From an optimization exercise on the open Yosys and OpenROAD flow, aimed at small area and a short achievable clock period; shortcuts taken in it are not production practice.
In this exercise RTL edits were held to simulation tests only and were not proved equivalent to the original.

==> flow/design.v <==
`timescale 1ns / 1ps
module ROM16 (
    input [3:0]     rom_16_counter,
    output reg signed [8:0] w_r,  
    output reg signed [8:0] w_i   
);
        localparam signed [8:0] cos_q1_0 = 9'sd128; localparam signed [8:0] sin_q1_0 = 9'sd0;
        localparam signed [8:0] cos_q1_1 = 9'sd125; localparam signed [8:0] sin_q1_1 = 9'sd24;
        localparam signed [8:0] cos_q1_2 = 9'sd118; localparam signed [8:0] sin_q1_2 = 9'sd48;
        localparam signed [8:0] cos_q1_3 = 9'sd106; localparam signed [8:0] sin_q1_3 = 9'sd71;
        localparam signed [8:0] cos_q1_4 = 9'sd90;  localparam signed [8:0] sin_q1_4 = 9'sd90;
        localparam signed [8:0] cos_q1_5 = 9'sd71;  localparam signed [8:0] sin_q1_5 = 9'sd106;
        localparam signed [8:0] cos_q1_6 = 9'sd48;  localparam signed [8:0] sin_q1_6 = 9'sd118;
        localparam signed [8:0] cos_q1_7 = 9'sd24;  localparam signed [8:0] sin_q1_7 = 9'sd125;
    always @(rom_16_counter) begin
        case (rom_16_counter)
            4'd0: begin
                w_r = cos_q1_0;
                w_i = -sin_q1_0;
            end
            4'd1: begin
                w_r = cos_q1_1;
                w_i = -sin_q1_1;
            end
            4'd2: begin
                w_r = cos_q1_2;
                w_i = -sin_q1_2;
            end
            4'd3: begin
                w_r = cos_q1_3;
                w_i = -sin_q1_3;
            end
            4'd4: begin
                w_r = cos_q1_4;
                w_i = -sin_q1_4;
            end
            4'd5: begin
                w_r = cos_q1_5;
                w_i = -sin_q1_5;
            end
            4'd6: begin
                w_r = cos_q1_6;
                w_i = -sin_q1_6;
            end
            4'd7: begin
                w_r = cos_q1_7;
                w_i = -sin_q1_7;
            end
            4'd8: begin
                w_r = -sin_q1_0;
                w_i = -cos_q1_0;
            end
            4'd9: begin
                w_r = -sin_q1_1;
                w_i = -cos_q1_1;
            end
            4'd10: begin
                w_r = -sin_q1_2;
                w_i = -cos_q1_2;
            end
            4'd11: begin
                w_r = -sin_q1_3;
                w_i = -cos_q1_3;
            end
            4'd12: begin
                w_r = -sin_q1_4;
                w_i = -cos_q1_4;
            end
            4'd13: begin
                w_r = -sin_q1_5;
                w_i = -cos_q1_5;
            end
            4'd14: begin
                w_r = -sin_q1_6;
                w_i = -cos_q1_6;
            end
            4'd15: begin
                w_r = -sin_q1_7;
                w_i = -cos_q1_7;
            end
            default: begin
                w_r = 0;
                w_i = 0;
            end
        endcase
    end
endmodule
`timescale 1ns / 1ps
module ROM8 (
    input [2:0] rom_8_counter,
    output reg signed [8:0] w_r, 
    output reg signed [8:0] w_i
);
        localparam signed [8:0] cos_q1_0 = 9'sd128; localparam signed [8:0] sin_q1_0 = 9'sd0;
        localparam signed [8:0] cos_q1_1 = 9'sd118; localparam signed [8:0] sin_q1_1 = 9'sd48;
        localparam signed [8:0] cos_q1_2 = 9'sd90;  localparam signed [8:0] sin_q1_2 = 9'sd90;
        localparam signed [8:0] cos_q1_3 = 9'sd48;  localparam signed [8:0] sin_q1_3 = 9'sd118;
    always @(rom_8_counter) begin
        case (rom_8_counter)
            4'd0: begin
                w_r = cos_q1_0;
                w_i = -sin_q1_0;
            end
            4'd1: begin
                w_r = cos_q1_1;
                w_i = -sin_q1_1;
            end
            4'd2: begin
                w_r = cos_q1_2;
                w_i = -sin_q1_2;
            end
            4'd3: begin
                w_r = cos_q1_3;
                w_i = -sin_q1_3;
            end
            4'd4: begin
                w_r = -sin_q1_0;
                w_i = -cos_q1_0;
            end
            4'd5: begin
                w_r = -sin_q1_1;
                w_i = -cos_q1_1;
            end
            4'd6: begin
                w_r = -sin_q1_2;
                w_i = -cos_q1_2;
            end
            4'd7: begin
                w_r = -sin_q1_3;
                w_i = -cos_q1_3;
            end
            default: begin
                w_r = 0;
                w_i = 0;
            end
        endcase
    end
endmodule
`timescale 1ns / 1ps
module ROM4 (
    input [1:0] rom_4_counter,
    output reg signed [8:0] w_r, 
    output reg signed [8:0] w_i
);
        localparam signed [8:0] cos_q1_0 = 9'sd128; localparam signed [8:0] sin_q1_0 = 9'sd0;
        localparam signed [8:0] cos_q1_1 = 9'sd90;  localparam signed [8:0] sin_q1_1 = 9'sd90;
    always @(rom_4_counter) begin
        case (rom_4_counter)
            4'd0: begin
                w_r = cos_q1_0;
                w_i = -sin_q1_0;
            end
            4'd1: begin
                w_r = cos_q1_1;
                w_i = -sin_q1_1;
            end
            4'd2: begin
                w_r = -sin_q1_0;
                w_i = -cos_q1_0;
            end
            4'd3: begin
                w_r = -sin_q1_1;
                w_i = -cos_q1_1;
            end
            default: begin
                w_r = 0;
                w_i = 0;
            end
        endcase
    end
endmodule
`timescale 1ns / 1ps
module ROM2 (
    input rom_2_counter,
    output reg signed [8:0] w_r, 
    output reg signed [8:0] w_i
);
        localparam signed [8:0] cos_q1 = 9'sd128; localparam signed [8:0] sin_q1 = 9'sd0;
    always @(rom_2_counter) begin
        case (rom_2_counter)
            4'd0: begin
                w_r = cos_q1;
                w_i = -sin_q1;
            end
            4'd1: begin
                w_r = -sin_q1;
                w_i = -cos_q1;
            end
            default: begin
                w_r = 0;
                w_i = 0;
            end
        endcase
    end
endmodule
`timescale 1ns / 1ps
module shift #(
    parameter   DEPTH = 16,
    parameter   WIDTH = 9
)(
    input               clk,       
    input               rst_n,     
    input   [WIDTH-1:0] di_re,     
    input   [WIDTH-1:0] di_im,     
    output  [WIDTH-1:0] do_re,     
    output  [WIDTH-1:0] do_im      
);
reg [WIDTH-1:0] buf_re[0:DEPTH-1];
reg [WIDTH-1:0] buf_im[0:DEPTH-1];
integer n;
always @(posedge clk or negedge rst_n) begin
    if (!rst_n) begin
        for (n = 0; n < DEPTH; n = n + 1) begin
            buf_re[n] <= 0;
            buf_im[n] <= 0;
        end
    end else begin
        for (n = DEPTH-1; n > 0; n = n - 1) begin
            buf_re[n] <= buf_re[n-1];
            buf_im[n] <= buf_im[n-1];
        end
        buf_re[0] <= di_re;
        buf_im[0] <= di_im;
    end
end
assign do_re = buf_re[DEPTH-1];
assign do_im = buf_im[DEPTH-1];
endmodule
`timescale 1ns / 1ps
module butterfly #(
    parameter WIDTH = 10
)(
    input  wire                  butter_mode,      
    input  wire signed [WIDTH-2:0] x0_re,
    input  wire signed [WIDTH-2:0] x0_im,
    input  wire signed [WIDTH-2:0] x1_re,
    input  wire signed [WIDTH-2:0] x1_im,
    output reg  signed [WIDTH-1:0] y0_re,
    output reg  signed [WIDTH-1:0] y0_im,
    output reg  signed [WIDTH-1:0] y1_re,
    output reg  signed [WIDTH-1:0] y1_im
);
always @(x0_re or x0_im or x1_re or x1_im) begin
    if (!butter_mode) begin   
        y0_re = x0_re + x1_re;
        y0_im = x0_im + x1_im;
        y1_re = x0_re - x1_re;
        y1_im = x0_im - x1_im;
    end else begin   
        y0_re = x0_re;
        y0_im = x0_im;
        y1_re = x1_re;
        y1_im = x1_im;
    end
end
endmodule
`timescale 1ns / 1ps
module multiply #(
    parameter   WIDTH = 10
)(
    input   wire                mul_mode,       
    input   signed  [WIDTH-1:0] x0_re,
    input   signed  [WIDTH-1:0] x0_im,
    input   signed  [WIDTH-2:0] rom_re,
    input   signed  [WIDTH-2:0] rom_im,
    output  reg  signed [2*WIDTH-2:0] m_re,
    output  reg  signed [2*WIDTH-2:0] m_im
);
    wire signed [2*WIDTH-4:0] arbr, arbi, aibr, aibi;
    assign arbr  = x0_re * rom_re;
    assign arbi  = x0_re * rom_im;
    assign aibr  = x0_im * rom_re;
    assign aibi  = x0_im * rom_im;
    always @(arbr or arbi or aibr or aibi) begin
        if (!mul_mode) begin
            m_re = arbr - aibi;
            m_im = arbi + aibr;
        end else begin
            m_re = x0_re;
            m_im = x0_im;
        end
    end
endmodule
`timescale 1ns / 1ps
module commutator_state1 #(
    parameter WIDTH = 9
)(
    input  wire [4:0]            state_com_mode,      
    input  wire [6:0]            com_mask,  
    input  wire signed [WIDTH-1:0] inLI_re,
    input  wire signed [WIDTH-1:0] inLI_im,
    output wire  signed [WIDTH-1:0] Up_out_re,
    output wire  signed [WIDTH-1:0] Up_out_im,
    output wire  signed [WIDTH-1:0] Low_out_re,
    output wire  signed [WIDTH-1:0] Low_out_im
);
    assign Up_out_re  = (state_com_mode[0] && !com_mask[0]) ? inLI_re : 0;
    assign Up_out_im  = (state_com_mode[0] && !com_mask[0]) ? inLI_im : 0;
    assign Low_out_re = (state_com_mode[0] &&  com_mask[0]) ? inLI_re : 0;
    assign Low_out_im = (state_com_mode[0] &&  com_mask[0]) ? inLI_im : 0;
endmodule
`timescale 1ns / 1ps
module commutator_state2 #(
    parameter WIDTH = 9
)(
    input  wire [4:0]              state_com_mode,   
    input  wire [6:0]              com_mask,         
    input  wire signed [WIDTH-1:0] inUI_re,
    input  wire signed [WIDTH-1:0] inUI_im,
    input  wire signed [WIDTH-1:0] inLI_re,
    input  wire signed [WIDTH-1:0] inLI_im,
    output wire signed [WIDTH-1:0] Up_out_re,
    output wire signed [WIDTH-1:0] Up_out_im,
    output wire signed [WIDTH-1:0] Low_out_re,
    output wire signed [WIDTH-1:0] Low_out_im
);
    wire is_switch_mode = ~state_com_mode[1];
    assign Up_out_re  = is_switch_mode ?
                        (com_mask[1] ? inUI_re :
                         com_mask[2] ? inLI_re :
                         0) : 0;
    assign Up_out_im  = is_switch_mode ?
                        (com_mask[1] ? inUI_im :
                         com_mask[2] ? inLI_im :
                         0) : 0;
    assign Low_out_re = is_switch_mode ?
                        (com_mask[2] ? inUI_re :
                         com_mask[3] ? inLI_re :
                         0) : 0;
    assign Low_out_im = is_switch_mode ?
                        (com_mask[2] ? inUI_im :
                         com_mask[3] ? inLI_im :
                         0) : 0;
endmodule
`timescale 1ns / 1ps
module commutator_state3 #(
    parameter WIDTH = 9
)(
    input  wire [4:0]              state_com_mode,   
    input  wire [6:0]              com_mask,         
    input  wire signed [WIDTH-1:0] inUI_re,
    input  wire signed [WIDTH-1:0] inUI_im,
    input  wire signed [WIDTH-1:0] inLI_re,
    input  wire signed [WIDTH-1:0] inLI_im,
    output wire signed [WIDTH-1:0] Up_out_re,
    output wire signed [WIDTH-1:0] Up_out_im,
    output wire signed [WIDTH-1:0] Low_out_re,
    output wire signed [WIDTH-1:0] Low_out_im
);
    wire is_switch_mode = ~state_com_mode[2];
    assign Up_out_re = is_switch_mode ?
                        (com_mask[4] ? inUI_re :
                         com_mask[5] ? inLI_re :
                         0) : 0;
    assign Up_out_im = is_switch_mode ?
                        (com_mask[4] ? inUI_im :
                         com_mask[5] ? inLI_im :
                         0) : 0;
    assign Low_out_re = is_switch_mode ?
                        (com_mask[4] ? inLI_re :
                         com_mask[5] ? inUI_re :
                         com_mask[6] ? inLI_re :
                         0) : 0;
    assign Low_out_im = is_switch_mode ?
                        (com_mask[4] ? inLI_im :
                         com_mask[5] ? inUI_im :
                         com_mask[6] ? inLI_im :
                         0) : 0;
endmodule
`timescale 1ns / 1ps
module commutator_state4 #(
    parameter WIDTH = 9
)(
    input  wire [4:0]              state_com_mode,    
    input  wire                    state4_com_flag,
    input  wire signed [WIDTH-1:0] inUI_re,
    input  wire signed [WIDTH-1:0] inUI_im,
    input  wire signed [WIDTH-1:0] inLI_re,
    input  wire signed [WIDTH-1:0] inLI_im,
    output wire signed [WIDTH-1:0] Up_out_re,
    output wire signed [WIDTH-1:0] Up_out_im,
    output wire signed [WIDTH-1:0] Low_out_re,
    output wire signed [WIDTH-1:0] Low_out_im
);
    wire is_switch_mode = ~state_com_mode[3];
    assign Up_out_re   = is_switch_mode ? (state4_com_flag ? inUI_re : inLI_re) : 0;
    assign Up_out_im   = is_switch_mode ? (state4_com_flag ? inUI_im : inLI_im) : 0;
    assign Low_out_re  = is_switch_mode ? (state4_com_flag ? inLI_re : inUI_re) : 0;
    assign Low_out_im  = is_switch_mode ? (state4_com_flag ? inLI_im : inUI_im) : 0;
endmodule
`timescale 1ns / 1ps
module commutator_state5 #(
    parameter WIDTH = 9
)(
    input  wire [4:0]              state_com_mode,   
    input  wire                    state5_com_flag,
    input  wire signed [WIDTH-1:0] inUI_re,
    input  wire signed [WIDTH-1:0] inUI_im,
    input  wire signed [WIDTH-1:0] inLI_re,
    input  wire signed [WIDTH-1:0] inLI_im,
    output wire signed [WIDTH-1:0] Up_out_re,
    output wire signed [WIDTH-1:0] Up_out_im,
    output wire signed [WIDTH-1:0] Low_out_re,
    output wire signed [WIDTH-1:0] Low_out_im
);
    wire is_switch_mode = ~state_com_mode[4];
    assign Up_out_re   = is_switch_mode ? (state5_com_flag ? inUI_re : inLI_re) : 0;
    assign Up_out_im   = is_switch_mode ? (state5_com_flag ? inUI_im : inLI_im) : 0;
    assign Low_out_re  = is_switch_mode ? (state5_com_flag ? inLI_re : inUI_re) : 0;
    assign Low_out_im  = is_switch_mode ? (state5_com_flag ? inLI_im : inUI_im) : 0;
endmodule
`timescale 1ns / 1ps
module fft_state1 #(
    parameter WIDTH = 9
) (
    input clk,
    input rst_n,
    input [4:0] state_com_mode,
    input       butter_mode,
    input       mul_mode,
    input [6:0] state_code,
    input [3:0] rom_16_counter,
    input signed [WIDTH-1:0] state1_inLI_re,
    input signed [WIDTH-1:0] state1_inLI_im,
    output signed [WIDTH-1:0] state1_outUp_re,
    output signed [WIDTH-1:0] state1_outUp_im,
    output signed [WIDTH-1:0] state1_outL_re,
    output signed [WIDTH-1:0] state1_outL_im
);
    wire signed [8:0] state1_comUp_re;
    wire signed [8:0] state1_comUp_im;
    wire signed [8:0] state1_comL_re;
    wire signed [8:0] state1_comL_im;
    wire signed [8:0] state1_shift_re;
    wire signed [8:0] state1_shift_im;
    wire signed [9:0] state1_butter_up_re;
    wire signed [9:0] state1_butter_up_im;
    wire signed [9:0] state1_butter_l_re;
    wire signed [9:0] state1_butter_l_im;
    wire signed [8:0] rom16_re;
    wire signed [8:0] rom16_im;
    wire signed [18:0] state1_mul_l_re;
    wire signed [18:0] state1_mul_l_im;
    commutator_state1#(9) state1_com (state_com_mode, 
                            state_code,
                            state1_inLI_re, 
                            state1_inLI_im, 
                            state1_comUp_re, 
                            state1_comUp_im, 
                            state1_comL_re, 
                            state1_comL_im
    );
    shift#(16, 9) state1_shift_1(clk, 
                                rst_n, 
                                state1_comUp_re, 
                                state1_comUp_im, 
                                state1_shift_re, 
                                state1_shift_im
    );
    butterfly#(10) state1_butter(butter_mode, 
                                state1_shift_re, 
                                state1_shift_im, 
                                state1_comL_re, 
                                state1_comL_im, 
                                state1_butter_up_re, 
                                state1_butter_up_im, 
                                state1_butter_l_re, 
                                state1_butter_l_im
    );
    ROM16 rom_16(rom_16_counter, 
                rom16_re, 
                rom16_im
    );
    multiply#(10) state1_mul(mul_mode, 
                            state1_butter_l_re, 
                            state1_butter_l_im, 
                            rom16_re, rom16_im, 
                            state1_mul_l_re, 
                            state1_mul_l_im
    );
    assign state1_outUp_re = state1_butter_up_re[8:0];
    assign state1_outUp_im = state1_butter_up_im[8:0];
    assign state1_outL_re = state1_mul_l_re[15:7];
    assign state1_outL_im = state1_mul_l_im[15:7];
endmodule
`timescale 1ns / 1ps
module fft_state2 #(
    parameter WIDTH = 9
) (
    input clk,
    input rst_n,
    input [4:0] state_com_mode,
    input       butter_mode,
    input       mul_mode,
    input [6:0] state_code,
    input [2:0] rom_8_counter,
    input signed [WIDTH-1:0] state1_outUp_re,
    input signed [WIDTH-1:0] state1_outUp_im,
    input signed [WIDTH-1:0] state1_outL_re,
    input signed [WIDTH-1:0] state1_outL_im,
    output signed [WIDTH-1:0] state2_outUp_re,
    output signed [WIDTH-1:0] state2_outUp_im,
    output signed [WIDTH-1:0] state2_outL_re,
    output signed [WIDTH-1:0] state2_outL_im
);
    wire signed [8:0] state2_shift1_re;
    wire signed [8:0] state2_shift1_im;
    wire signed [8:0] state2_comUp_re;
    wire signed [8:0] state2_comUp_im;
    wire signed [8:0] state2_comL_re;
    wire signed [8:0] state2_comL_im;
    wire signed [8:0] state2_shift2_re;
    wire signed [8:0] state2_shift2_im;
    wire signed [9:0] state2_butter_up_re;
    wire signed [9:0] state2_butter_up_im;
    wire signed [9:0] state2_butter_l_re;
    wire signed [9:0] state2_butter_l_im;
    wire signed [8:0] rom8_re;
    wire signed [8:0] rom8_im;
    wire signed [18:0] state2_mul_l_re;
    wire signed [18:0] state2_mul_l_im;
    shift#(8, 9) state2_shift_1(clk, 
                                rst_n, 
                                state1_outL_re,
                                state1_outL_im, 
                                state2_shift1_re, 
                                state2_shift1_im
    );
    commutator_state2#(9) state2_com(state_com_mode, 
                            state_code,
                            state1_outUp_re, 
                            state1_outUp_im, 
                            state2_shift1_re, 
                            state2_shift1_im, 
                            state2_comUp_re, 
                            state2_comUp_im, 
                            state2_comL_re, 
                            state2_comL_im
    );
    shift#(8, 9) state2_shift_2(clk, 
                                rst_n, 
                                state2_comUp_re, 
                                state2_comUp_im, 
                                state2_shift2_re, 
                                state2_shift2_im
    );
    butterfly#(10) state2_butter(butter_mode, 
                                state2_shift2_re, 
                                state2_shift2_im, 
                                state2_comL_re, 
                                state2_comL_im, 
                                state2_butter_up_re, 
                                state2_butter_up_im, 
                                state2_butter_l_re, 
                                state2_butter_l_im
    );
    ROM8 rom_8(rom_8_counter, 
            rom8_re, 
            rom8_im);
    multiply#(10) state2_mul(mul_mode, 
                            state2_butter_l_re, 
                            state2_butter_l_im, 
                            rom8_re, rom8_im, 
                            state2_mul_l_re, 
                            state2_mul_l_im
    );
    assign state2_outUp_re = state2_butter_up_re[8:0];
    assign state2_outUp_im = state2_butter_up_im[8:0];
    assign state2_outL_re = state2_mul_l_re[15:7];
    assign state2_outL_im = state2_mul_l_im[15:7];
endmodule
`timescale 1ns / 1ps
module fft_state3 #(
    parameter WIDTH = 9
) (
    input clk,
    input rst_n,
    input [4:0] state_com_mode,
    input       butter_mode,
    input       mul_mode,
    input [6:0] state_code,
    input [1:0] rom_4_counter,
    input signed [WIDTH-1:0] state2_outUp_re,
    input signed [WIDTH-1:0] state2_outUp_im,
    input signed [WIDTH-1:0] state2_outL_re,
    input signed [WIDTH-1:0] state2_outL_im,
    output signed [WIDTH-1:0] state3_outUp_re,
    output signed [WIDTH-1:0] state3_outUp_im,
    output signed [WIDTH-1:0] state3_outL_re,
    output signed [WIDTH-1:0] state3_outL_im
);
    wire signed [8:0] state3_shift1_re;
    wire signed [8:0] state3_shift1_im;
    wire signed [8:0] state3_comUp_re;
    wire signed [8:0] state3_comUp_im;
    wire signed [8:0] state3_comL_re;
    wire signed [8:0] state3_comL_im;
    wire signed [8:0] state3_shift2_re;
    wire signed [8:0] state3_shift2_im;
    wire signed [9:0] state3_butter_up_re;
    wire signed [9:0] state3_butter_up_im;
    wire signed [9:0] state3_butter_l_re;
    wire signed [9:0] state3_butter_l_im;
    wire signed [8:0] rom4_re;
    wire signed [8:0] rom4_im;
    wire signed [18:0] state3_mul_l_re;
    wire signed [18:0] state3_mul_l_im;
    shift#(4, 9) state3_shift_1(clk, 
                                rst_n, 
                                state2_outL_re, 
                                state2_outL_im, 
                                state3_shift1_re, 
                                state3_shift1_im
    );
    commutator_state3#(9) state3_com(state_com_mode,
                            state_code,
                            state2_outUp_re,
                            state2_outUp_im,
                            state3_shift1_re,
                            state3_shift1_im,
                            state3_comUp_re,
                            state3_comUp_im,
                            state3_comL_re,
                            state3_comL_im
    );
    shift#(4, 9) state3_shift_2(clk, 
                                rst_n, 
                                state3_comUp_re, 
                                state3_comUp_im, 
                                state3_shift2_re, 
                                state3_shift2_im
    );
    butterfly#(10) state3_butter(butter_mode, 
                                state3_shift2_re, 
                                state3_shift2_im, 
                                state3_comL_re, 
                                state3_comL_im, 
                                state3_butter_up_re, 
                                state3_butter_up_im, 
                                state3_butter_l_re, 
                                state3_butter_l_im
    );
    ROM4 rom_4(rom_4_counter, 
            rom4_re, 
            rom4_im);
    multiply#(10) state3_mul(mul_mode, 
                            state3_butter_l_re, 
                            state3_butter_l_im, 
                            rom4_re, rom4_im, 
                            state3_mul_l_re, 
                            state3_mul_l_im
    );
    assign state3_outUp_re = state3_butter_up_re[8:0];
    assign state3_outUp_im = state3_butter_up_im[8:0];
    assign state3_outL_re = state3_mul_l_re[15:7];
    assign state3_outL_im = state3_mul_l_im[15:7];
endmodule
`timescale 1ns / 1ps
module fft_state4 #(
    parameter WIDTH = 9
) (
    input clk,
    input rst_n,
    input [4:0] state_com_mode,
    input butter_mode,
    input mul_mode,
    input state4_com_flag,
    input rom_2_counter,
    input signed [WIDTH-1:0] state3_outUp_re,
    input signed [WIDTH-1:0] state3_outUp_im,
    input signed [WIDTH-1:0] state3_outL_re,
    input signed [WIDTH-1:0] state3_outL_im,
    output signed [WIDTH-1:0] state4_outUp_re,
    output signed [WIDTH-1:0] state4_outUp_im,
    output signed [WIDTH-1:0] state4_outL_re,
    output signed [WIDTH-1:0] state4_outL_im
);
    wire signed [8:0] state4_shift1_re;
    wire signed [8:0] state4_shift1_im;
    wire signed [8:0] state4_comUp_re;
    wire signed [8:0] state4_comUp_im;
    wire signed [8:0] state4_comL_re;
    wire signed [8:0] state4_comL_im;
    wire signed [8:0] state4_shift2_re;
    wire signed [8:0] state4_shift2_im;
    wire signed [9:0] state4_butter_up_re;
    wire signed [9:0] state4_butter_up_im;
    wire signed [9:0] state4_butter_l_re;
    wire signed [9:0] state4_butter_l_im;
    wire signed [8:0] rom2_re;
    wire signed [8:0] rom2_im;
    wire signed [18:0] state4_mul_l_re;
    wire signed [18:0] state4_mul_l_im;
    shift#(2, 9) state4_shift_1(clk, 
                                rst_n, 
                                state3_outL_re, 
                                state3_outL_im, 
                                state4_shift1_re, 
                                state4_shift1_im
    );
    commutator_state4#(9) state4_com(state_com_mode,
                            state4_com_flag,
                            state3_outUp_re,
                            state3_outUp_im,
                            state4_shift1_re,
                            state4_shift1_im,
                            state4_comUp_re,
                            state4_comUp_im,
                            state4_comL_re,
                            state4_comL_im
    );
    shift#(2, 9) state4_shift_2(clk, 
                                rst_n, 
                                state4_comUp_re, 
                                state4_comUp_im, 
                                state4_shift2_re, 
                                state4_shift2_im
    );
    butterfly#(10) state4_butter(butter_mode, 
                                state4_shift2_re, 
                                state4_shift2_im, 
                                state4_comL_re, 
                                state4_comL_im, 
                                state4_butter_up_re, 
                                state4_butter_up_im, 
                                state4_butter_l_re, 
                                state4_butter_l_im
    );
    ROM2 rom_2(rom_2_counter, 
            rom2_re, 
            rom2_im);
    multiply#(10) state4_mul(mul_mode, 
                            state4_butter_l_re, 
                            state4_butter_l_im, 
                            rom2_re, rom2_im, 
                            state4_mul_l_re, 
                            state4_mul_l_im
    );
    assign state4_outUp_re = state4_butter_up_re[8:0];
    assign state4_outUp_im = state4_butter_up_im[8:0];
    assign state4_outL_re = state4_mul_l_re[15:7];
    assign state4_outL_im = state4_mul_l_im[15:7];
endmodule
`timescale 1ns / 1ps
module fft_state5 #(
    parameter WIDTH = 9
) (
    input clk,
    input rst_n,
    input [4:0] state_com_mode,
    input butter_mode,
    input state5_com_flag,
    input signed [WIDTH-1:0] state4_outUp_re,
    input signed [WIDTH-1:0] state4_outUp_im,
    input signed [WIDTH-1:0] state4_outL_re,
    input signed [WIDTH-1:0] state4_outL_im,
    output signed [WIDTH-1:0] state5_outUp_re,
    output signed [WIDTH-1:0] state5_outUp_im,
    output signed [WIDTH-1:0] state5_outL_re,
    output signed [WIDTH-1:0] state5_outL_im
);
    wire signed [8:0] state5_shift1_re;
    wire signed [8:0] state5_shift1_im;
    wire signed [8:0] state5_comUp_re;
    wire signed [8:0] state5_comUp_im;
    wire signed [8:0] state5_comL_re;
    wire signed [8:0] state5_comL_im;
    wire signed [8:0] state5_shift2_re;
    wire signed [8:0] state5_shift2_im;
    wire signed [9:0] state5_butter_up_re;
    wire signed [9:0] state5_butter_up_im;
    wire signed [9:0] state5_butter_l_re;
    wire signed [9:0] state5_butter_l_im;
    shift#(1, 9) state5_shift_1(clk, 
                                rst_n, 
                                state4_outL_re, 
                                state4_outL_im, 
                                state5_shift1_re, 
                                state5_shift1_im
    );
    commutator_state5#(9) state5_com(state_com_mode,
                            state5_com_flag,
                            state4_outUp_re,
                            state4_outUp_im,
                            state5_shift1_re,
                            state5_shift1_im,
                            state5_comUp_re,
                            state5_comUp_im,
                            state5_comL_re,
                            state5_comL_im
    );
    shift#(1, 9) state5_shift_2(clk, 
                                rst_n, 
                                state5_comUp_re, 
                                state5_comUp_im, 
                                state5_shift2_re, 
                                state5_shift2_im
    );
    butterfly#(10) state4_butter(butter_mode, 
                                state5_shift2_re, 
                                state5_shift2_im, 
                                state5_comL_re, 
                                state5_comL_im, 
                                state5_butter_up_re, 
                                state5_butter_up_im, 
                                state5_butter_l_re, 
                                state5_butter_l_im
    );
    assign state5_outUp_re = state5_butter_up_re[8:0];
    assign state5_outUp_im = state5_butter_up_im[8:0];
    assign state5_outL_re = state5_butter_l_re[8:0];
    assign state5_outL_im = state5_butter_l_im[8:0];
endmodule
`timescale 1ns / 1ps
module controller (
    input clk,
    input rst_n,
    input valid_in,
    output reg [4:0] state_com_mode,
    output           butter_mode,
    output           mul_mode,
    output reg [3:0] rom_16_counter,
    output reg [2:0] rom_8_counter,
    output reg [1:0] rom_4_counter,
    output reg       rom_2_counter,
    output reg  [6:0]  com_mask,
    output reg state4_com_flag,
    output reg state5_com_flag,
    output     valid_ping_pong_in
);
    reg [4:0] counter;
    always @(posedge clk or negedge rst_n) begin
        if (!rst_n) begin
            counter <= 0;
        end else if (valid_in) begin
            counter <= counter + 1;
        end else begin
            counter <= counter;
        end 
    end
    reg [4:0] res_counter;
    reg res_count_enable;
    always @(posedge clk or negedge rst_n) begin
        if (!rst_n) begin
            res_count_enable <= 0;
        end else if (counter == 30) begin
            res_count_enable <= 1;
        end else if (res_counter == 16) begin
            res_count_enable <= 0;
        end
    end
    always @(posedge clk or negedge rst_n) begin
        if (!rst_n) begin
            res_counter <= 0;
        end else if (res_count_enable) begin
            if (res_counter == 16) begin
                res_counter <= 0;
            end else begin
                res_counter <= res_counter + 1;
            end
        end else begin
            res_counter <= 0;
        end
    end
    always @(posedge clk or negedge rst_n) begin
        if (!rst_n) begin
            state_com_mode <= 0;
        end else begin
            state_com_mode[0] <= (counter >= 0);                                             
            state_com_mode[1] <= !((counter > 15 && counter < 32) || (res_counter < 9));     
            state_com_mode[2] <= !((counter > 23 && counter < 32) || (res_counter < 13));     
            state_com_mode[3] <= !((counter > 28 && counter < 32) || (res_counter < 15));     
            state_com_mode[4] <= !((counter < 30 && counter < 32) || (res_counter < 16));     
        end
    end
    assign butter_mode = ((counter >= 0) || (res_counter < 16)) ? 0 : 1;
    assign mul_mode = ((counter >= 0) || (res_counter < 15)) ? 0 : 1;
    always @(posedge clk or negedge rst_n) begin
        if (!rst_n) begin
            com_mask <= 6'b0;
        end else begin
            com_mask[0] <= (counter > 15 && counter < 32);   
            com_mask[1] <= (counter > 15 && counter < 24);   
            com_mask[2] <= (counter > 23 && counter < 32);   
            com_mask[3] <= (res_counter > 0 && res_counter < 9);   
            com_mask[4] <= (counter > 23 && counter < 28) || (res_counter > 0 && res_counter < 5);  
            com_mask[5] <= (counter > 27 && counter < 32) || (res_counter > 4 && res_counter < 9);  
            com_mask[6] <= (res_counter > 8 && res_counter < 13);   
        end
    end
    reg [1:0] pulse_cnt;
    always @(posedge clk or negedge rst_n) begin
        if (!rst_n) begin
            state4_com_flag <= 0;
            pulse_cnt  <= 0;
        end else begin
            if ((counter > 26 && counter < 32) || (res_counter < 15 && res_count_enable)) begin
                if (pulse_cnt == 1) begin
                    state4_com_flag <= ~state4_com_flag;
                    pulse_cnt  <= 0;
                end else begin
                    pulse_cnt <= pulse_cnt + 1;
                end
            end else begin
                state4_com_flag <= 0;
                pulse_cnt  <= 0;
            end
        end
    end
    always @(posedge clk or negedge rst_n) begin
        if (!rst_n) begin
            state5_com_flag  <= 0;
        end else begin
            if ((counter > 27 && counter < 32) || (res_count_enable && res_counter < 16)) begin   
                state5_com_flag <= ~state5_com_flag;  
            end else begin
                state5_com_flag <= 0;
            end
        end
    end
    reg flag_in_rom_16;
    wire valid_in_rom16;
    reg flag_in_tmp_rom16;
    always @(posedge clk or negedge rst_n) begin
        if (!rst_n) begin
            flag_in_tmp_rom16 <= 0;
        end else if (counter == 15) begin
            flag_in_tmp_rom16 <= 1;
        end
    end
    assign valid_in_rom16 = flag_in_tmp_rom16;
    always @(posedge clk or negedge rst_n) begin
        if (!rst_n) begin
            rom_16_counter <= 0;
        end else if (flag_in_rom_16) begin
            rom_16_counter <= rom_16_counter + 1;
        end else begin
            rom_16_counter <= 0;
        end
    end
    always @(posedge clk or negedge rst_n) begin
        if (!rst_n) begin
            flag_in_rom_16 <= 0;
        end else if (valid_in_rom16) begin
            flag_in_rom_16 <= 1;
        end else if (flag_in_rom_16 && rom_16_counter == 15) begin
            flag_in_rom_16 <= 0;
        end else begin
            flag_in_rom_16 <= flag_in_rom_16;
        end
    end
    reg flag_in_rom_8;
    wire valid_in_rom8;
    reg flag_in_tmp_rom8;
    always @(posedge clk or negedge rst_n) begin
        if (!rst_n) begin
            flag_in_tmp_rom8 <= 0;
        end else if (counter == 23) begin
            flag_in_tmp_rom8 <= 1;
        end
    end
    assign valid_in_rom8 = flag_in_tmp_rom8;
    always @(posedge clk or negedge rst_n) begin
        if (!rst_n) begin
            rom_8_counter <= 0;
        end else if (flag_in_rom_8) begin
            rom_8_counter <= rom_8_counter + 1;
        end else begin
            rom_8_counter <= 0;
        end
    end
    always @(posedge clk or negedge rst_n) begin
        if (!rst_n) begin
            flag_in_rom_8 <= 0;
        end else if (valid_in_rom8) begin
            flag_in_rom_8 <= 1;
        end else if (flag_in_rom_8 && rom_8_counter == 7) begin
            flag_in_rom_8 <= 0;
        end else begin
            flag_in_rom_8 <= flag_in_rom_8;
        end
    end
    reg flag_in_rom_4;
    wire valid_in_rom4;
    reg flag_in_tmp_rom4;
    always @(posedge clk or negedge rst_n) begin
        if (!rst_n) begin
            flag_in_tmp_rom4 <= 0;
        end else if (counter == 27) begin
            flag_in_tmp_rom4 <= 1;
        end
    end
    assign valid_in_rom4 = flag_in_tmp_rom4;
    always @(posedge clk or negedge rst_n) begin
        if (!rst_n) begin
            rom_4_counter <= 0;
        end else if (flag_in_rom_4) begin
            rom_4_counter <= rom_4_counter + 1;
        end else begin
            rom_4_counter <= 0;
        end
    end
    always @(posedge clk or negedge rst_n) begin
        if (!rst_n) begin
            flag_in_rom_4 <= 0;
        end else if (valid_in_rom4) begin
            flag_in_rom_4 <= 1;
        end else if (flag_in_rom_4 && rom_4_counter == 3) begin
            flag_in_rom_4 <= 0;
        end else begin
            flag_in_rom_4 <= flag_in_rom_4;
        end
    end
    reg flag_in_rom_2;
    wire valid_in_rom2;
    reg flag_in_tmp_rom2;
    always @(posedge clk or negedge rst_n) begin
        if (!rst_n) begin
            flag_in_tmp_rom2 <= 0;
        end else if (counter == 29) begin
            flag_in_tmp_rom2 <= 1;
        end
    end
    assign valid_in_rom2 = flag_in_tmp_rom2;
    always @(posedge clk or negedge rst_n) begin
        if (!rst_n) begin
            rom_2_counter <= 0;
        end else if (flag_in_rom_2) begin
            rom_2_counter <= rom_2_counter + 1;
        end else begin
            rom_2_counter <= 0;
        end
    end
    always @(posedge clk or negedge rst_n) begin
        if (!rst_n) begin
            flag_in_rom_2 <= 0;
        end else if (valid_in_rom2) begin
            flag_in_rom_2 <= 1;
        end else if (flag_in_rom_2 && rom_2_counter == 1) begin
            flag_in_rom_2 <= 0;
        end else begin
            flag_in_rom_2 <= flag_in_rom_2;
        end
    end
    assign valid_ping_pong_in = (counter == 31);
endmodule
`timescale 1ns / 1ps
module ping_pong (
    input  wire        clk,
    input  wire        rst_n,
    input  wire        valid_ping_pong_in,
    input  wire [8:0] state5_outUp_re,
    input  wire [8:0] state5_outUp_im,
    input  wire [8:0] state5_outL_re,
    input  wire [8:0] state5_outL_im,
    output reg  [8:0] memOut_re,
    output reg  [8:0] memOut_im
);
    reg [8:0] bankA_re [0:31];
    reg [8:0] bankA_im [0:31];
    reg [8:0] bankB_re [0:31];
    reg [8:0] bankB_im [0:31];
    reg [5:0] wr_count;
    reg [4:0] rd_count;
    reg       write_en;
    reg       write_sel;   
    reg       read_en;
    reg       read_sel;    
    wire [4:0] rd_addr = {rd_count[0], rd_count[1], rd_count[2], rd_count[3], rd_count[4]};
    always @(posedge clk or negedge rst_n) begin
        if (!rst_n) begin
            wr_count   <= 0;
            rd_count   <= 0;
            write_en   <= 0;
            write_sel  <= 0;
            read_en    <= 0;
            read_sel   <= 0;
        end else begin
            if (valid_ping_pong_in)
                write_en <= 1;
            if (write_en) begin
                if (wr_count == 6'd30) begin
                    wr_count   <= 0;
                    write_en   <= 0;
                    write_sel  <= ~write_sel;
                    read_en    <= 1;
                    rd_count   <= 0;
                end else begin
                    wr_count <= wr_count + 2;
                end
                if (!write_sel) begin
                    bankA_re[wr_count]     <= state5_outUp_re;
                    bankA_im[wr_count]     <= state5_outUp_im;
                    bankA_re[wr_count + 1] <= state5_outL_re;
                    bankA_im[wr_count + 1] <= state5_outL_im;
                end else begin
                    bankB_re[wr_count]     <= state5_outUp_re;
                    bankB_im[wr_count]     <= state5_outUp_im;
                    bankB_re[wr_count + 1] <= state5_outL_re;
                    bankB_im[wr_count + 1] <= state5_outL_im;
                end
            end
            if (read_en) begin
                if (rd_count == 5'd31) begin
                    read_sel <= ~read_sel;
                end else begin
                    rd_count <= rd_count + 1;
                end
            end
        end
    end
    always @(*) begin
        if (read_en) begin
            if (!read_sel) begin
                memOut_re = bankA_re[rd_addr];
                memOut_im = bankA_im[rd_addr];
            end else begin
                memOut_re = bankB_re[rd_addr];
                memOut_im = bankB_im[rd_addr];
            end
        end else begin
            memOut_re = 9'd0;
            memOut_im = 9'd0;
        end
    end
endmodule
`timescale 1ns / 1ps
module fft (
    input clk,
    input rst_n,
    input                   valid_in,
    input wire signed [8:0] FFTInRe,
    input wire signed [8:0] FFTInIm,
    output wire signed [8:0] MDCOutUpRe,
    output wire signed [8:0] MDCOutUpIm,
    output wire signed [8:0] MDCOutDownRe,
    output wire signed [8:0] MDCOutDownIm,
    output wire signed [8:0] FFTOutRe,
    output wire signed [8:0] FFTOutIm
);
wire [4:0] state_com_mode;
wire butter_mode;
wire mul_mode;
reg signed [8:0] state1_inLI_re;
reg signed [8:0] state1_inLI_im;
wire signed [8:0] state1_outUp_re;
wire signed [8:0] state1_outUp_im;
wire signed [8:0] state1_outL_re;
wire signed [8:0] state1_outL_im;
wire signed [3:0] rom_16_counter;
wire signed [8:0] state2_outUp_re;
wire signed [8:0] state2_outUp_im;
wire signed [8:0] state2_outL_re;
wire signed [8:0] state2_outL_im;
wire signed [2:0] rom_8_counter;
wire signed [8:0] state3_outUp_re;
wire signed [8:0] state3_outUp_im;
wire signed [8:0] state3_outL_re;
wire signed [8:0] state3_outL_im;
wire [1:0] rom_4_counter;
wire signed [8:0] state4_outUp_re;
wire signed [8:0] state4_outUp_im;
wire signed [8:0] state4_outL_re;
wire signed [8:0] state4_outL_im;
wire state4_com_flag;
wire rom_2_counter;
wire signed [8:0] state5_outUp_re;
wire signed [8:0] state5_outUp_im;
wire signed [8:0] state5_outL_re;
wire signed [8:0] state5_outL_im;
wire state5_com_flag;
wire valid_ping_pong_in;
wire [6:0] state_code;
controller controler_1(
    clk, 
    rst_n, 
    valid_in,
    state_com_mode,
    butter_mode,
    mul_mode,
    rom_16_counter, 
    rom_8_counter, 
    rom_4_counter,
    rom_2_counter,
    state_code,
    state4_com_flag,
    state5_com_flag,
    valid_ping_pong_in
);
always @(posedge clk or negedge rst_n) begin
    if (!rst_n) begin
        state1_inLI_re <= 0;
        state1_inLI_im <= 0;
    end else begin
        state1_inLI_re <= FFTInRe;
        state1_inLI_im <= FFTInIm;
    end
end
fft_state1 state1(
    clk,
    rst_n,
    state_com_mode,
    butter_mode,
    mul_mode,
    state_code,
    rom_16_counter,
    state1_inLI_re,
    state1_inLI_im,
    state1_outUp_re,
    state1_outUp_im,
    state1_outL_re,
    state1_outL_im
);
fft_state2#(9) state2(
    clk,
    rst_n,
    state_com_mode,
    butter_mode,
    mul_mode,
    state_code,
    rom_8_counter,
    state1_outUp_re,
    state1_outUp_im,
    state1_outL_re,
    state1_outL_im,
    state2_outUp_re,
    state2_outUp_im,
    state2_outL_re,
    state2_outL_im
);
    reg [8:0] state2_pp_outUp_re, state2_pp_outUp_im;
    reg [8:0] state2_pp_outL_re,  state2_pp_outL_im;
    always @(posedge clk or negedge rst_n) begin
        if (!rst_n) begin
            state2_pp_outUp_re <= 0; state2_pp_outUp_im <= 0;
            state2_pp_outL_re  <= 0; state2_pp_outL_im  <= 0;
        end else begin
            state2_pp_outUp_re <= state2_outUp_re;
            state2_pp_outUp_im <= state2_outUp_im;
            state2_pp_outL_re  <= state2_outL_re;
            state2_pp_outL_im  <= state2_outL_im;
        end
    end
    reg [4:0] state_com_mode_d1;
    reg       butter_mode_d1;
    reg       mul_mode_d1;
    reg [6:0] state_code_d1;
    reg [1:0] rom_4_counter_d1;
    reg       rom_2_counter_d1;
    reg       state4_com_flag_d1;
    reg       state5_com_flag_d1;
    always @(posedge clk or negedge rst_n) begin
        if (!rst_n) begin
            state_com_mode_d1 <= 0;
            butter_mode_d1    <= 0;
            mul_mode_d1       <= 0;
            state_code_d1     <= 0;
            rom_4_counter_d1  <= 0;
            rom_2_counter_d1  <= 0;
            state4_com_flag_d1 <= 0;
            state5_com_flag_d1 <= 0;
        end else begin
            state_com_mode_d1 <= state_com_mode;
            butter_mode_d1    <= butter_mode;
            mul_mode_d1       <= mul_mode;
            state_code_d1     <= state_code;
            rom_4_counter_d1  <= rom_8_counter;
            rom_2_counter_d1  <= rom_4_counter;
            state4_com_flag_d1 <= state4_com_flag;
            state5_com_flag_d1 <= state5_com_flag;
        end
    end
fft_state3#(9) state3(
    clk,
    rst_n,
    state_com_mode_d1,
    butter_mode_d1,
    mul_mode_d1,
    state_code_d1,
    rom_4_counter_d1,
    state2_pp_outUp_re,
    state2_pp_outUp_im,
    state2_pp_outL_re,
    state2_pp_outL_im,
    state3_outUp_re,
    state3_outUp_im,
    state3_outL_re,
    state3_outL_im
);
    reg [8:0] state3_pp_outUp_re, state3_pp_outUp_im;
    reg [8:0] state3_pp_outL_re,  state3_pp_outL_im;
    always @(posedge clk or negedge rst_n) begin
        if (!rst_n) begin
            state3_pp_outUp_re <= 0; state3_pp_outUp_im <= 0;
            state3_pp_outL_re  <= 0; state3_pp_outL_im  <= 0;
        end else begin
            state3_pp_outUp_re <= state3_outUp_re;
            state3_pp_outUp_im <= state3_outUp_im;
            state3_pp_outL_re  <= state3_outL_re;
            state3_pp_outL_im  <= state3_outL_im;
        end
    end
    reg [4:0] state_com_mode_d2;
    reg       butter_mode_d2;
    reg       mul_mode_d2;
    reg [6:0] state_code_d2;
    reg       rom_2_counter_d2;
    reg       state4_com_flag_d2;
    reg       state5_com_flag_d2;
    always @(posedge clk or negedge rst_n) begin
        if (!rst_n) begin
            state_com_mode_d2 <= 0;
            butter_mode_d2    <= 0;
            mul_mode_d2       <= 0;
            state_code_d2     <= 0;
            rom_2_counter_d2  <= 0;
            state4_com_flag_d2 <= 0;
            state5_com_flag_d2 <= 0;
        end else begin
            state_com_mode_d2 <= state_com_mode_d1;
            butter_mode_d2    <= butter_mode_d1;
            mul_mode_d2       <= mul_mode_d1;
            state_code_d2     <= state_code_d1;
            rom_2_counter_d2  <= rom_2_counter_d1;
            state4_com_flag_d2 <= state4_com_flag_d1;
            state5_com_flag_d2 <= state5_com_flag_d1;
        end
    end
fft_state4#(9) state4(
    clk,
    rst_n,
    state_com_mode_d2,
    butter_mode_d2,
    mul_mode_d2,
    state4_com_flag_d2,
    rom_2_counter_d2,
    state3_pp_outUp_re,
    state3_pp_outUp_im,
    state3_pp_outL_re,
    state3_pp_outL_im,
    state4_outUp_re,
    state4_outUp_im,
    state4_outL_re,
    state4_outL_im
);
fft_state5#(9) state5(
    clk,
    rst_n,
    state_com_mode_d2,
    butter_mode_d2,
    state5_com_flag_d2,
    state4_outUp_re,
    state4_outUp_im,
    state4_outL_re,
    state4_outL_im,
    state5_outUp_re,
    state5_outUp_im,
    state5_outL_re,
    state5_outL_im
);
assign MDCOutUpRe = state5_outUp_re;
assign MDCOutUpIm = state5_outUp_im;
assign MDCOutDownRe = state5_outL_re;
assign MDCOutDownIm = state5_outL_im;
    reg valid_ping_pong_in_d;
    reg valid_ping_pong_in_d2;
    always @(posedge clk or negedge rst_n) begin
        if (!rst_n) begin
            valid_ping_pong_in_d <= 0;
            valid_ping_pong_in_d2 <= 0;
        end
        else begin
            valid_ping_pong_in_d <= valid_ping_pong_in;
            valid_ping_pong_in_d2 <= valid_ping_pong_in_d;
        end
    end
ping_pong pp(
    clk,
    rst_n,
    valid_ping_pong_in_d2,
    state5_outUp_re,
    state5_outUp_im,
    state5_outL_re,
    state5_outL_im,
    FFTOutRe,
    FFTOutIm
);
endmodule
==> flow/run.sh <==
#!/bin/bash
# synth_recipe.tcl (not shown) runs the flow's synth.tcl, then flattens the netlist and writes it again
# the make line also repeats each setting of config.mk as NAME=value (left out here)
make -C /OpenROAD-flow-scripts/flow DESIGN_CONFIG=/design/flow/config.mk WORK_HOME=/design/flow/orfs CLKGATE_MAP_FILE= SYNTH_SCRIPT=/design/flow/synth_recipe.tcl finish
==> flow/config.mk <==
export PLATFORM = sky130hd
export DESIGN_NAME = fft
export DESIGN_NICKNAME = fft
export VERILOG_FILES = /design/flow/design.v
export SDC_FILE = /design/flow/constraint.sdc
export NUM_CORES = 4
export LEC_CHECK = 0
export CAP_MARGIN = 20
export CORE_MARGIN = 2
export CORE_UTILIZATION = 40
export SLEW_MARGIN = 20
==> flow/constraint.sdc <==
create_clock -name core_clock -period 10.0 [get_ports {clk}]
set_input_delay 2.0000 -clock core_clock [delete_from_list [all_inputs] [get_ports {clk}]]
set_output_delay 2.0000 -clock core_clock [all_outputs]
set_load 0.01 [all_outputs]
==> impl_summary.log <==
[metrics] minimum period implied by the final worst setup slack: 9.53 ns
[metrics] largest net degree at the start of global routing: between 150 and 200
[metrics] clk root buf: sky130_fd_sc_hd__clkbuf_16
[metrics] unique cell type count in the Yosys netlist: 81
[metrics] share of the synthesized area in the top cell type: 30.1%
[metrics] first-pass detailed-route iteration total: 9
[metrics] Total Routing Usage GR: 25.9%
[metrics] Port Buf Inserts: 74
[metrics] die footprint: between 200000 and 300000 µm²
[metrics] via count: between 70000 and 80000
[metrics] total overflow reported by the global router: 0
[metrics] share of layout cells above drive strength 1: a little under a tenth
[metrics] initial antenna violation count: 23
[metrics] placer's final routability congestion estimate: about 0.94
[metrics] final-report setup violation count: 0
[metrics] unrepaired setup endpoints after global routing: false
[metrics] Clock Tree Buf Depth: 4
[metrics] sequential cell area fraction in the yosys report: 51.7%
[metrics] run status: timing/DRC/antenna clean
[metrics] Hold Vio Cnt, Final: 0
[metrics] Worst Tran Pin Value: ~1.3 ns
[metrics] Hold Path Class: reg -> reg
[metrics] top cell family by delay on the critical path: adder cells
[metrics] worst-skew pair later-pin latency: around 1 ns
[metrics] Critical path buffers and inverters: 3
[metrics] drt total wl: roughly 380000 µm
[metrics] placeable core area: around 290000 µm²
[metrics] starting density of the core: 40.2%
[metrics] Critical Path Slowest Stage Cell: sky130_fd_sc_hd__fa_1
[metrics] Cells after Synth: ~9300
[metrics] # fillers: around 26000
[metrics] std cell rows: slightly below 200
[metrics] most frequent cell after synthesis: sky130_fd_sc_hd__inv_1
[metrics] wire length of the first global-routing pass: between 500000 and 600000 µm
[metrics] ratio of routed vias to standard cells: ~5.6
[metrics] Worst path max stage delay: 0.58 ns
[metrics] deepest level of the CTS H-tree: 4
[metrics] # clock sinks: roughly 2100
[metrics] wire length per cell after detailed routing: 28.4 µm
[metrics] worst endpoint data arrival time: about 10 ns
[metrics] top flip-flop cell by instance count after synthesis: sky130_fd_sc_hd__edfxtp_1
[metrics] kind of end point of the critical path: register
[metrics] TritonCTS clock tree: done
[metrics] Worst EP required: 10.71 ns
[metrics] Synth top cells by count: sky130_fd_sc_hd__inv_1, sky130_fd_sc_hd__edfxtp_1, sky130_fd_sc_hd__dfrtp_1, sky130_fd_sc_hd__nor2_1, sky130_fd_sc_hd__fa_1
[metrics] Worst Path Max Fanout: 8
[metrics] Post CTS Setup Buffer Count: 0
[metrics] IO Count: 75
[metrics] Seq cells post-synth: ~2100
[metrics] critical path start-end classification: reg -> reg
[metrics] area growth from synthesis to layout: 12.7%
[metrics] area of the mapped netlist: 115000 µm²
[metrics] estimated wirelength of the detail-placed design: ~260000 µm
[metrics] Chip Width: about 540 µm
[metrics] proportion of synthesized flip-flops having asynchronous set or reset: approximately 46%
[metrics] hold-fix buffer count after cts: 0
[metrics] number of global-route vias before repair: between 70000 and 80000
[metrics] startpoint kind of the worst setup timing path: register
[metrics] clk_skew: 0.204 ns
[metrics] clock transition at the registers of the reported paths: around 0.060 ns
[metrics] First DRT Iteration DRCs: 9845
[metrics] number of flops mapped to enable cells by yosys: about 1200
[metrics] Post-Synthesis Mean Instance Area: about 12 µm²
[metrics] count of nets left with antenna violations after detail routing: 0
[metrics] Num CTS Buffers: 220
[metrics] worst slew slack as a fraction of its limit: between 10% and 20%
[metrics] number of pins with negative max-slew slack in the final report: 0
[metrics] sum of negative setup slack: 0 ns
[metrics] Fmax: between 100 and 150 MHz
[metrics] DR DRC count: 0
[metrics] most common cell type on the critical path: sky130_fd_sc_hd__fa_1
[metrics] post-place setup slack: 0.533 ns
[metrics] DIE HEIGHT: around 540 µm
[metrics] nets@finish: between 10000 and 15000
[metrics] max-capacitance violation count: 0
[metrics] Final Worst Setup Slack: 0.467 ns
[metrics] number of warning messages in the yosys log: 28
[metrics] cells taking the most area after synthesis: sky130_fd_sc_hd__edfxtp_1, sky130_fd_sc_hd__dfrtp_1, sky130_fd_sc_hd__fa_1
[metrics] fraction of the cycle the final worst path needs: a little over nine tenths
[metrics] largest area contributor in the netlist: sky130_fd_sc_hd__edfxtp_1
[worst paths after layout]
check / from / to / slack [ns] / cells after the start
min reg2reg: state3_pp_outL_im[7] / state4.state4_shift_1.buf_im[0][7] / 0.25 / 0
min in group asynchronous: rst_n / state2.state2_shift_1.buf_im[4][6] / 0.96 / 1
max reg2reg: controler_1.state_com_mode[0] / state2_pp_outL_re[8] / 0.47 / 33
max in group asynchronous: rst_n / state2.state2_shift_1.buf_im[7][1] / 6.20 / 4
max: controler_1.state_com_mode[0] / state2_pp_outL_re[8] / 0.47 / 33
min: state3_pp_outL_im[7] / state4.state4_shift_1.buf_im[0][7] / 0.25 / 0
[area by class of cell]
class	count	area [µm²]	area share [%]
Multi-Input combinational cell	5440	50000	38.6
Inverter	1254	4710	3.64
Tap cell	3762	4710	3.64
Sequential cell	2144	59400	45.9
Timing Repair Buffer	365	3020	2.34
Clock inverter	121	1530	1.18
Clock buffer	281	6020	4.65
Antenna cell	9	22.5	0.0174
[flip-flops by register name, indices dropped and copies added, names as in the netlist, 18 cells and up]
name,flops
pp.bankA_im,288
pp.bankA_re,288
pp.bankB_im,288
pp.bankB_re,288
state1.state1_shift_1.buf_im,144
state1.state1_shift_1.buf_re,144
state2.state2_shift_1.buf_im,72
state2.state2_shift_1.buf_re,72
state2.state2_shift_2.buf_im,72
state2.state2_shift_2.buf_re,72
state3.state3_shift_1.buf_im,36
state3.state3_shift_1.buf_re,36
state3.state3_shift_2.buf_im,36
state3.state3_shift_2.buf_re,36
state4.state4_shift_1.buf_im,18
state4.state4_shift_1.buf_re,18
state4.state4_shift_2.buf_im,18
state4.state4_shift_2.buf_re,18
[through the flow]
step                hold slack, ns  instances  utilization, %  area [µm²]
finish                       0.254      13400            45.4      129000
global route                 0.293      13400            45.3      129000
CTS                          0.284      13400            45.3      129000
detailed placement           0.335      13000            42.7      122000
global placement             0.331      13000            42.6      122000
floorplan                    0.331       9252               -      115000
[routing by layer]
| layer | wire, µm | vias to the layer above | track usage [%] |
|---|---|---|---|
| met5 | 164 | - | 0 |
| li1 | - | 31400 | - |
| met2 | 171000 | 4711 | 40.6 |
| met3 | 44800 | 1211 | 7.13 |
| met4 | 25000 | 24 | 13.9 |
| met1 | 139000 | 38100 | 32.6 |
[layout by cell type (no fill, tap or decap), types with 224 or more instances in the layout]
cell type / n
sky130_fd_sc_hd__a22o_1: 245
sky130_fd_sc_hd__buf_4: 280
sky130_fd_sc_hd__a21oi_1: 287
sky130_fd_sc_hd__edfxtp_1: 1152
sky130_fd_sc_hd__clkbuf_16: 224
sky130_fd_sc_hd__nor2_1: 730
sky130_fd_sc_hd__ha_1: 749
sky130_fd_sc_hd__dfrtp_1: 989
sky130_fd_sc_hd__fa_1: 780
sky130_fd_sc_hd__xnor2_1: 401
sky130_fd_sc_hd__nand2_1: 591
sky130_fd_sc_hd__inv_1: 1239
sky130_fd_sc_hd__a221oi_1: 277
[cells by family after synthesis]
| family | after synthesis | share of synthesized area, % |
|---|---|---|
| flops | 2144 | 51.7 |
| fa+ha+maj | 1530 | 21.8 |
| mux | 118 | 1.05 |
| buf+inv | 1668 | 5.51 |
| simple gates | 1932 | 7.42 |
| other cells | 2 | 0.00654 |
| xor+xnor | 557 | 4.34 |
| compound gates | 1299 | 8.17 |
[timing repair]
| action | in CTS | in global routing |
|---|---|---|
| setup endpoints to repair | 0 | 1 |
| gates resized for setup | 0 | 4 |
| endpoints found under the hold margin | 0 | 0 |

[port drivers added, routing unchanged]
How much do the figures lean on ideal ports? The routed layout below was timed once more, with nothing changed but the port constraints. Step 1: set_driving_cell puts a clkbuf_16 on clk and a buf_2 on each other input, an assumption about the parent block. Step 2 also shifts input and output timing later by t, the mid clock arrival at the registers, as if the neighbouring blocks saw the same clock. a / b / c = ideal / step 1 / step 2; a / b = the first two.
t, ns: 1.002
slack for setup (ns): 0.467 / 0.467 / 0.467
worst setup path at the end: register to register
After both steps this run still meets setup and hold. For this run, drivers alone change the setup slack by 0.000 ns; drivers and shift together by 0.000 ns.
